Background: an optimization exercise with open tools, aiming at small area and a short achievable clock period. Do not read the settings as production practice.
RTL that was checked went through simulation tests only; none was proved equivalent to the original.
The clock port is modelled as an ideal driver, which makes a skipped or thinned clock tree look cheaper than it is; a real chip needs a root buffer or a tree.
Power and IR drop assume default switching activity.

Design synchronous_fifo, start of the top module:
module synchronous_fifo #(
    parameter DEPTH = 10,
    parameter DATA_WIDTH = 32
) (
    input                           clk,
    input                           rst_n,
    input                           w_en,
    input                           r_en,
    input       [DATA_WIDTH-1:0]    data_in,
    output reg  [DATA_WIDTH-1:0]    data_out,
    output reg                      full,
    output reg                      empty
);
==> module synchronous_fifo, before the edit <==
module synchronous_fifo #(
    parameter DEPTH = 10,
    parameter DATA_WIDTH = 32
) (
    input                           clk,
    input                           rst_n,
    input                           w_en,
    input                           r_en,
    input       [DATA_WIDTH-1:0]    data_in,
    output reg  [DATA_WIDTH-1:0]    data_out,
    output reg                      full,
    output reg                      empty
);
function [4:0] j_up;
    input [4:0] j;
    j_up = {j[3:0], ~j[4]};
endfunction
function [4:0] j_down;
    input [4:0] j;
    j_down = {~j[0], j[4:1]};
endfunction
function j_is;
    input [4:0] j;
    input integer k;
    case (k)
        0: j_is = ~j[4] & ~j[0];
        1: j_is =  j[0] & ~j[1];
        2: j_is =  j[1] & ~j[2];
        3: j_is =  j[2] & ~j[3];
        4: j_is =  j[3] & ~j[4];
        5: j_is =  j[4] &  j[0];
        6: j_is = ~j[0] &  j[1];
        7: j_is = ~j[1] &  j[2];
        8: j_is = ~j[2] &  j[3];
        default: j_is = ~j[3] & j[4];
    endcase
endfunction
reg [4:0] occ;
reg [DEPTH-1:0] r_sel;
reg [DEPTH-1:0] w_ok, w_nok;
wire wr  = w_en & ~full;
wire rd  = r_en & ~empty;
wire inc = wr & ~rd;
wire dec = rd & ~wr;
wire [DEPTH-1:0] w_sel  = full ? r_sel : w_ok;
wire [DEPTH-1:0] w_next = wr ? {w_sel[DEPTH-2:0], w_sel[DEPTH-1]} : w_sel;
reg full_next;
always @(*) begin
    if (inc)      full_next = j_is(occ, 9);
    else if (dec) full_next = 1'b0;
    else          full_next = full;
end
always @(posedge clk) begin
    if (!rst_n) begin
        w_ok  <= {{(DEPTH-1){1'b0}}, 1'b1};
        w_nok <= {{(DEPTH-1){1'b1}}, 1'b0};
        r_sel <= {{(DEPTH-1){1'b0}}, 1'b1};
        occ   <= 5'd0;
        full  <= 1'b0;
        empty <= 1'b1;
    end else begin
        w_ok  <= full_next ? {DEPTH{1'b0}} : w_next;
        w_nok <= full_next ? {DEPTH{1'b1}} : ~w_next;
        full  <= full_next;
        if (rd) r_sel <= {r_sel[DEPTH-2:0], r_sel[DEPTH-1]};
        if (inc) begin
            occ   <= j_up(occ);
            empty <= 1'b0;
        end else if (dec) begin
            occ   <= j_down(occ);
            empty <= j_is(occ, 1);
        end
    end
end
genvar g;
wire [DATA_WIDTH-1:0] slot [0:DEPTH-1];
generate
    for (g = 0; g < DEPTH; g = g + 1) begin : row
        reg  [DATA_WIDTH-1:0] word;
        wire load = w_en & w_ok[g];
        wire keep = ~w_en | w_nok[g];
        always @(posedge clk)
            word <= (data_in & {DATA_WIDTH{load}}) | (word & {DATA_WIDTH{keep}});
        assign slot[g] = word;
    end
endgenerate
integer i;
reg [DATA_WIDTH-1:0] rdata;
always @(*) begin
    rdata = {DATA_WIDTH{1'b0}};
    for (i = 0; i < DEPTH; i = i + 1)
        rdata = rdata | ({DATA_WIDTH{r_sel[i]}} & slot[i]);
end
always @(posedge clk) begin
    if (!rst_n)
        data_out <= {DATA_WIDTH{1'b0}};
    else if (rd)
        data_out <= rdata;
end
endmodule
clock: 3.0 ns
lec_check: 0
cap_margin: 20
core_margin: 2
core_utilization: 55
setup_slack_margin: 1.5
slew_margin: 20
standard.sh (not shown) runs the stock make flow with config.mk's settings and CLKGATE_MAP_FILE= SYNTH_SCRIPT=/design/flow/synth_recipe.tcl, a recipe that flattens the netlist after the stock synthesis.
==> flow/flow/run.sh <==
#!/bin/bash
bash standard.sh BUFFER_PORTS_ARGS="-buffer_cell sky130_fd_sc_hd__buf_1" \
  CTS_ARGS="-sink_clustering_enable -repair_clock_nets -sink_clustering_size 30 -sink_clustering_max_diameter 100 -buf_list sky130_fd_sc_hd__clkbuf_16 -dont_use_dummy_load" \
  POST_CTS_TCL="$(pwd)/flow/post_cts.tcl" \
  > standard_run.log 2>&1
==> flow/flow/post_cts.tcl <==
source [file join [file dirname [info script]] unroot.tcl]
unroot_clock_tree
estimate_parasitics -placement
==> flow/flow/unroot.tcl <==
proc unroot_clock_tree {} {
  set block [ord::get_db_block]
  set clk_net [$block findNet clk]
  set root ""
  set nin 0
  foreach it [$clk_net getITerms] {
    if {[$it isInputSignal]} { set root [$it getInst]; incr nin }
  }
  if {$nin != 1} { puts "unroot: clock port feeds $nin pins, left as is"; return }
  set root_out ""
  foreach it [$root getITerms] {
    if {[$it isOutputSignal]} { set root_out [$it getNet] }
  }
  set loads {}
  foreach it [$root_out getITerms] {
    if {[$it isInputSignal]} {
      if {![string match "sky130_fd_sc_hd__clkbuf_*" [[[$it getInst] getMaster] getName]]} {
        puts "unroot: root buffer drives a non-buffer, left as is"; return
      }
      lappend loads $it
    }
  }
  if {[llength $loads] > 4} { puts "unroot: root drives [llength $loads] pins, left as is"; return }
  foreach it $loads {
    $it disconnect
    $it connect $clk_net
  }
  foreach it [$root getITerms] { if {[$it getNet] != "NULL"} { $it disconnect } }
  odb::dbInst_destroy $root
  odb::dbNet_destroy $root_out
  puts "unroot: clock port now feeds [llength $loads] clock buffers"
}
The first run finished with timing, DRC and antenna clean.
Rerun with:
--- a/flow/design.v
+++ b/flow/design.v
@@ -36,39 +36,33 @@
     endcase
 endfunction
 reg [4:0] occ;
-reg [DEPTH-1:0] r_sel;
-reg [DEPTH-1:0] w_ok, w_nok;
+reg [DEPTH-1:0] w_sel, r_sel;
+reg nfull_k;
 wire wr  = w_en & ~full;
 wire rd  = r_en & ~empty;
 wire inc = wr & ~rd;
 wire dec = rd & ~wr;
-wire [DEPTH-1:0] w_sel  = full ? r_sel : w_ok;
-wire [DEPTH-1:0] w_next = wr ? {w_sel[DEPTH-2:0], w_sel[DEPTH-1]} : w_sel;
-reg full_next;
-always @(*) begin
-    if (inc)      full_next = j_is(occ, 9);
-    else if (dec) full_next = 1'b0;
-    else          full_next = full;
-end
 always @(posedge clk) begin
     if (!rst_n) begin
-        w_ok  <= {{(DEPTH-1){1'b0}}, 1'b1};
-        w_nok <= {{(DEPTH-1){1'b1}}, 1'b0};
-        r_sel <= {{(DEPTH-1){1'b0}}, 1'b1};
-        occ   <= 5'd0;
-        full  <= 1'b0;
-        empty <= 1'b1;
+        w_sel   <= {{(DEPTH-1){1'b0}}, 1'b1};
+        r_sel   <= {{(DEPTH-1){1'b0}}, 1'b1};
+        occ     <= 5'd0;
+        full    <= 1'b0;
+        nfull_k <= 1'b1;
+        empty   <= 1'b1;
     end else begin
-        w_ok  <= full_next ? {DEPTH{1'b0}} : w_next;
-        w_nok <= full_next ? {DEPTH{1'b1}} : ~w_next;
-        full  <= full_next;
+        if (wr) w_sel <= {w_sel[DEPTH-2:0], w_sel[DEPTH-1]};
         if (rd) r_sel <= {r_sel[DEPTH-2:0], r_sel[DEPTH-1]};
         if (inc) begin
-            occ   <= j_up(occ);
-            empty <= 1'b0;
+            occ     <= j_up(occ);
+            full    <= j_is(occ, 9);
+            nfull_k <= ~j_is(occ, 9);
+            empty   <= 1'b0;
         end else if (dec) begin
-            occ   <= j_down(occ);
-            empty <= j_is(occ, 1);
+            occ     <= j_down(occ);
+            full    <= 1'b0;
+            nfull_k <= 1'b1;
+            empty   <= j_is(occ, 1);
         end
     end
 end
@@ -77,8 +71,9 @@
 generate
     for (g = 0; g < DEPTH; g = g + 1) begin : row
         reg  [DATA_WIDTH-1:0] word;
-        wire load = w_en & w_ok[g];
-        wire keep = ~w_en | w_nok[g];
+        wire w_here = w_sel[g];
+        wire load = w_en & ~full & w_here;
+        wire keep = ~(w_en & nfull_k & w_here);
         always @(posedge clk)
             word <= (data_in & {DATA_WIDTH{load}}) | (word & {DATA_WIDTH{keep}});
         assign slot[g] = word;
Global-route usage drops by 1.0 points.
Combinational power drops by 54%.
Wire length goes up by 4.7%.
Clock power hardly moves.
Final area falls by 0.81%.
Power goes down by 28%.
Worst setup slack loses 0.045 ns.
Via count came out lower by 0.55%.
Final cell count falls by 2.4%.
Count of clock-buffer cells in the layout is unchanged.
Die area went down by 0.51%.
The RTL of the second run of this note was laid out without a check of its function.


## lagoon
synchronous_fifo, a different RTL version from the one above (not shown whole).
Size: about 14000 µm² of cells after synthesis.
==> module synchronous_fifo, before the edit <==
module synchronous_fifo #(
    parameter DEPTH = 10,
    parameter DATA_WIDTH = 32
) (
    input                           clk,
    input                           rst_n,
    input                           w_en,
    input                           r_en,
    input       [DATA_WIDTH-1:0]    data_in,
    output reg  [DATA_WIDTH-1:0]    data_out,
    output reg                      full,
    output reg                      empty
);
function [4:0] j_up;
    input [4:0] j;
    j_up = {j[3:0], ~j[4]};
endfunction
function [4:0] j_down;
    input [4:0] j;
    j_down = {~j[0], j[4:1]};
endfunction
function j_is;
    input [4:0] j;
    input integer k;
    case (k)
        0: j_is = ~j[4] & ~j[0];
        1: j_is =  j[0] & ~j[1];
        2: j_is =  j[1] & ~j[2];
        3: j_is =  j[2] & ~j[3];
        4: j_is =  j[3] & ~j[4];
        5: j_is =  j[4] &  j[0];
        6: j_is = ~j[0] &  j[1];
        7: j_is = ~j[1] &  j[2];
        8: j_is = ~j[2] &  j[3];
        default: j_is = ~j[3] & j[4];
    endcase
endfunction
reg [4:0] occ;
reg [DEPTH-1:0] r_sel;
reg [DEPTH-1:0] w_ok, w_nok;
reg nfull, nempty;
wire wr  = w_en & nfull;
wire rd  = r_en & nempty;
wire inc = wr & ~rd;
wire dec = rd & ~wr;
wire [DEPTH-1:0] w_rot = {w_ok[DEPTH-2:0], w_ok[DEPTH-1]};
wire             w_last = j_is(occ, 9) & ~rd;
wire [DEPTH-1:0] w_ok_next  = ~nfull ? ({DEPTH{r_en}} & r_sel)
                            : w_en ? (w_rot & {DEPTH{~w_last}})
                            : w_ok;
wire [DEPTH-1:0] w_nok_next = ~nfull ? ~({DEPTH{r_en}} & r_sel)
                            : w_en ? ~(w_rot & {DEPTH{~w_last}})
                            : w_nok;
always @(posedge clk) begin
    if (!rst_n) begin
        w_ok  <= {{(DEPTH-1){1'b0}}, 1'b1};
        w_nok <= {{(DEPTH-1){1'b1}}, 1'b0};
        r_sel <= {{(DEPTH-1){1'b0}}, 1'b1};
        occ   <= 5'd0;
        full  <= 1'b0;
        empty <= 1'b1;
        nfull  <= 1'b1;
        nempty <= 1'b0;
    end else begin
        w_ok  <= w_ok_next;
        w_nok <= w_nok_next;
        full   <= ~nfull  ? ~r_en : (w_en & w_last);
        nfull  <= ~nfull  ? r_en : ~(w_en & w_last);
        empty  <= ~nempty ? ~w_en : (r_en & j_is(occ, 1) & ~wr);
        nempty <= ~nempty ? w_en : ~(r_en & j_is(occ, 1) & ~wr);
        if (rd) r_sel <= {r_sel[DEPTH-2:0], r_sel[DEPTH-1]};
        if (inc)      occ <= j_up(occ);
        else if (dec) occ <= j_down(occ);
    end
end
genvar g;
wire [DATA_WIDTH-1:0] slot [0:DEPTH-1];
generate
    for (g = 0; g < DEPTH; g = g + 1) begin : row
        reg  [DATA_WIDTH-1:0] word;
        always @(posedge clk)
            word <= (data_in & {DATA_WIDTH{w_ok[g]}}) | (word & {DATA_WIDTH{w_nok[g]}});
        assign slot[g] = word;
    end
endgenerate
integer i;
reg [DATA_WIDTH-1:0] rdata;
always @(*) begin
    rdata = {DATA_WIDTH{1'b0}};
    for (i = 0; i < DEPTH; i = i + 1)
        rdata = rdata | ({DATA_WIDTH{r_sel[i]}} & slot[i]);
end
always @(posedge clk) begin
    if (!rst_n)
        data_out <= {DATA_WIDTH{1'b0}};
    else if (rd)
        data_out <= rdata;
end
endmodule
Settings: LEC_CHECK=0, CAP_MARGIN=20, CORE_MARGIN=2, CORE_UTILIZATION=55, SETUP_SLACK_MARGIN=1.6, SLEW_MARGIN=20; clock period 3.0 ns.
==> flow/flow/run.sh <==
#!/bin/bash
# The standard layout, with buf_1 cells as port buffers and the clock
# tree rebuilt after CTS as two balanced levels of clkbuf_16 (see
# post_cts.tcl); ORFS's own logs stay in orfs/logs.
bash standard.sh BUFFER_PORTS_ARGS="-buffer_cell sky130_fd_sc_hd__buf_1" \
  CTS_ARGS="-sink_clustering_enable -repair_clock_nets -sink_clustering_size 20 -sink_clustering_max_diameter 70 -buf_list sky130_fd_sc_hd__clkbuf_16 -dont_use_dummy_load" \
  POST_CTS_TCL="$(pwd)/flow/post_cts.tcl" \
  > standard_run.log 2>&1
Other scripts of this flow, unchanged in this note and not shown: flow/flow/clock_tree.tcl, flow/flow/post_cts.tcl
What juniper does differently from lagoon at the input level:
--- a/flow/design.v
+++ b/flow/design.v
@@ -37,41 +37,40 @@
 endfunction
 reg [4:0] occ;
 reg [DEPTH-1:0] r_sel;
 reg [DEPTH-1:0] w_ok, w_nok;
-reg nfull, nempty;
-wire wr  = w_en & nfull;
-wire rd  = r_en & nempty;
+wire wr  = w_en & ~full;
+wire rd  = r_en & ~empty;
 wire inc = wr & ~rd;
 wire dec = rd & ~wr;
-wire [DEPTH-1:0] w_rot = {w_ok[DEPTH-2:0], w_ok[DEPTH-1]};
-wire             w_last = j_is(occ, 9) & ~rd;
-wire [DEPTH-1:0] w_ok_next  = ~nfull ? ({DEPTH{r_en}} & r_sel)
-                            : w_en ? (w_rot & {DEPTH{~w_last}})
-                            : w_ok;
-wire [DEPTH-1:0] w_nok_next = ~nfull ? ~({DEPTH{r_en}} & r_sel)
-                            : w_en ? ~(w_rot & {DEPTH{~w_last}})
-                            : w_nok;
+wire [DEPTH-1:0] w_sel  = full ? r_sel : w_ok;
+wire [DEPTH-1:0] w_next = wr ? {w_sel[DEPTH-2:0], w_sel[DEPTH-1]} : w_sel;
+reg full_next;
+always @(*) begin
+    if (inc)      full_next = j_is(occ, 9);
+    else if (dec) full_next = 1'b0;
+    else          full_next = full;
+end
 always @(posedge clk) begin
     if (!rst_n) begin
         w_ok  <= {{(DEPTH-1){1'b0}}, 1'b1};
         w_nok <= {{(DEPTH-1){1'b1}}, 1'b0};
         r_sel <= {{(DEPTH-1){1'b0}}, 1'b1};
         occ   <= 5'd0;
         full  <= 1'b0;
         empty <= 1'b1;
-        nfull  <= 1'b1;
-        nempty <= 1'b0;
     end else begin
-        w_ok  <= w_ok_next;
-        w_nok <= w_nok_next;
-        full   <= ~nfull  ? ~r_en : (w_en & w_last);
-        nfull  <= ~nfull  ? r_en : ~(w_en & w_last);
-        empty  <= ~nempty ? ~w_en : (r_en & j_is(occ, 1) & ~wr);
-        nempty <= ~nempty ? w_en : ~(r_en & j_is(occ, 1) & ~wr);
+        w_ok  <= full_next ? {DEPTH{1'b0}} : w_next;
+        w_nok <= full_next ? {DEPTH{1'b1}} : ~w_next;
+        full  <= full_next;
         if (rd) r_sel <= {r_sel[DEPTH-2:0], r_sel[DEPTH-1]};
-        if (inc)      occ <= j_up(occ);
-        else if (dec) occ <= j_down(occ);
+        if (inc) begin
+            occ   <= j_up(occ);
+            empty <= 1'b0;
+        end else if (dec) begin
+            occ   <= j_down(occ);
+            empty <= j_is(occ, 1);
+        end
     end
 end
 genvar g;
 wire [DATA_WIDTH-1:0] slot [0:DEPTH-1];
- juniper vs lagoon: number of cells produced by synthesis down slightly
- Of lagoon and juniper, the lower combinational power share belongs to lagoon.
- For the relative slew slack, juniper came in 4.7 points lower than lagoon did.
- Delay of the slowest cell on the worst path (juniper over lagoon): decrease, 0.04 ns
- Relative to lagoon, final critical delay including setup and external delays has gone up in juniper.
- Sort lagoon and juniper by area fraction in compound gates after synthesis asc -> top: juniper
- On post-route clock period utilization, the higher figure sits with juniper, not lagoon.
- Proportion of synthesized area in mux cells for juniper: 0.64 points up relative to lagoon
- Delta(power, juniper - lagoon) > 0
No functional check of the RTL was part of juniper. In every run of this note, the design's own scripts or RTL, not TritonCTS, make the clock network.

static timing again, ports no longer ideal:
No port has a modelled driver above. Below, the same layouts with a new extraction and two added sets of constraints.
Step 1 (the two cells are an assumption about what drives the block):
set clk [get_ports {clk}]
set_driving_cell -lib_cell sky130_fd_sc_hd__clkbuf_16 $clk
set_driving_cell -lib_cell sky130_fd_sc_hd__buf_2 [delete_from_list [all_inputs] $clk]
Step 2 moves the port delays by t, midway between the first and last clock arrival at a register: inputs arrive t later, outputs are due t later. That takes back most of the time a late clock gives input paths.
Three values: no drivers, after step 1, after step 2; two values: the first two.
| run | shift t [ns] | setup slack, ns | hold slack, ns | clock arrival spread, ns |
|---|---|---|---|---|
| the first run of note 1 | 0.444 | 1.497 / 1.465 / 1.120 | 0.492 / 0.492 / 0.492 | 0.023 / 0.023 |
| the second run of note 1 | 0.442 | 1.452 / 1.450 / 1.052 | 0.491 / 0.491 / 0.491 | 0.043 / 0.043 |
| lagoon | 0.431 | 1.583 / 1.474 / 1.237 | 0.479 / 0.479 / 0.479 | 0.014 / 0.014 |
| juniper | 0.422 | 1.315 / 1.281 / 0.999 | 0.478 / 0.478 / 0.478 | 0.010 / 0.010 |
After both steps setup and hold are still met in every run listed. For the second run of note 1, which loses most, drivers alone change the setup slack by -0.002 ns; drivers and shift together by -0.400 ns.
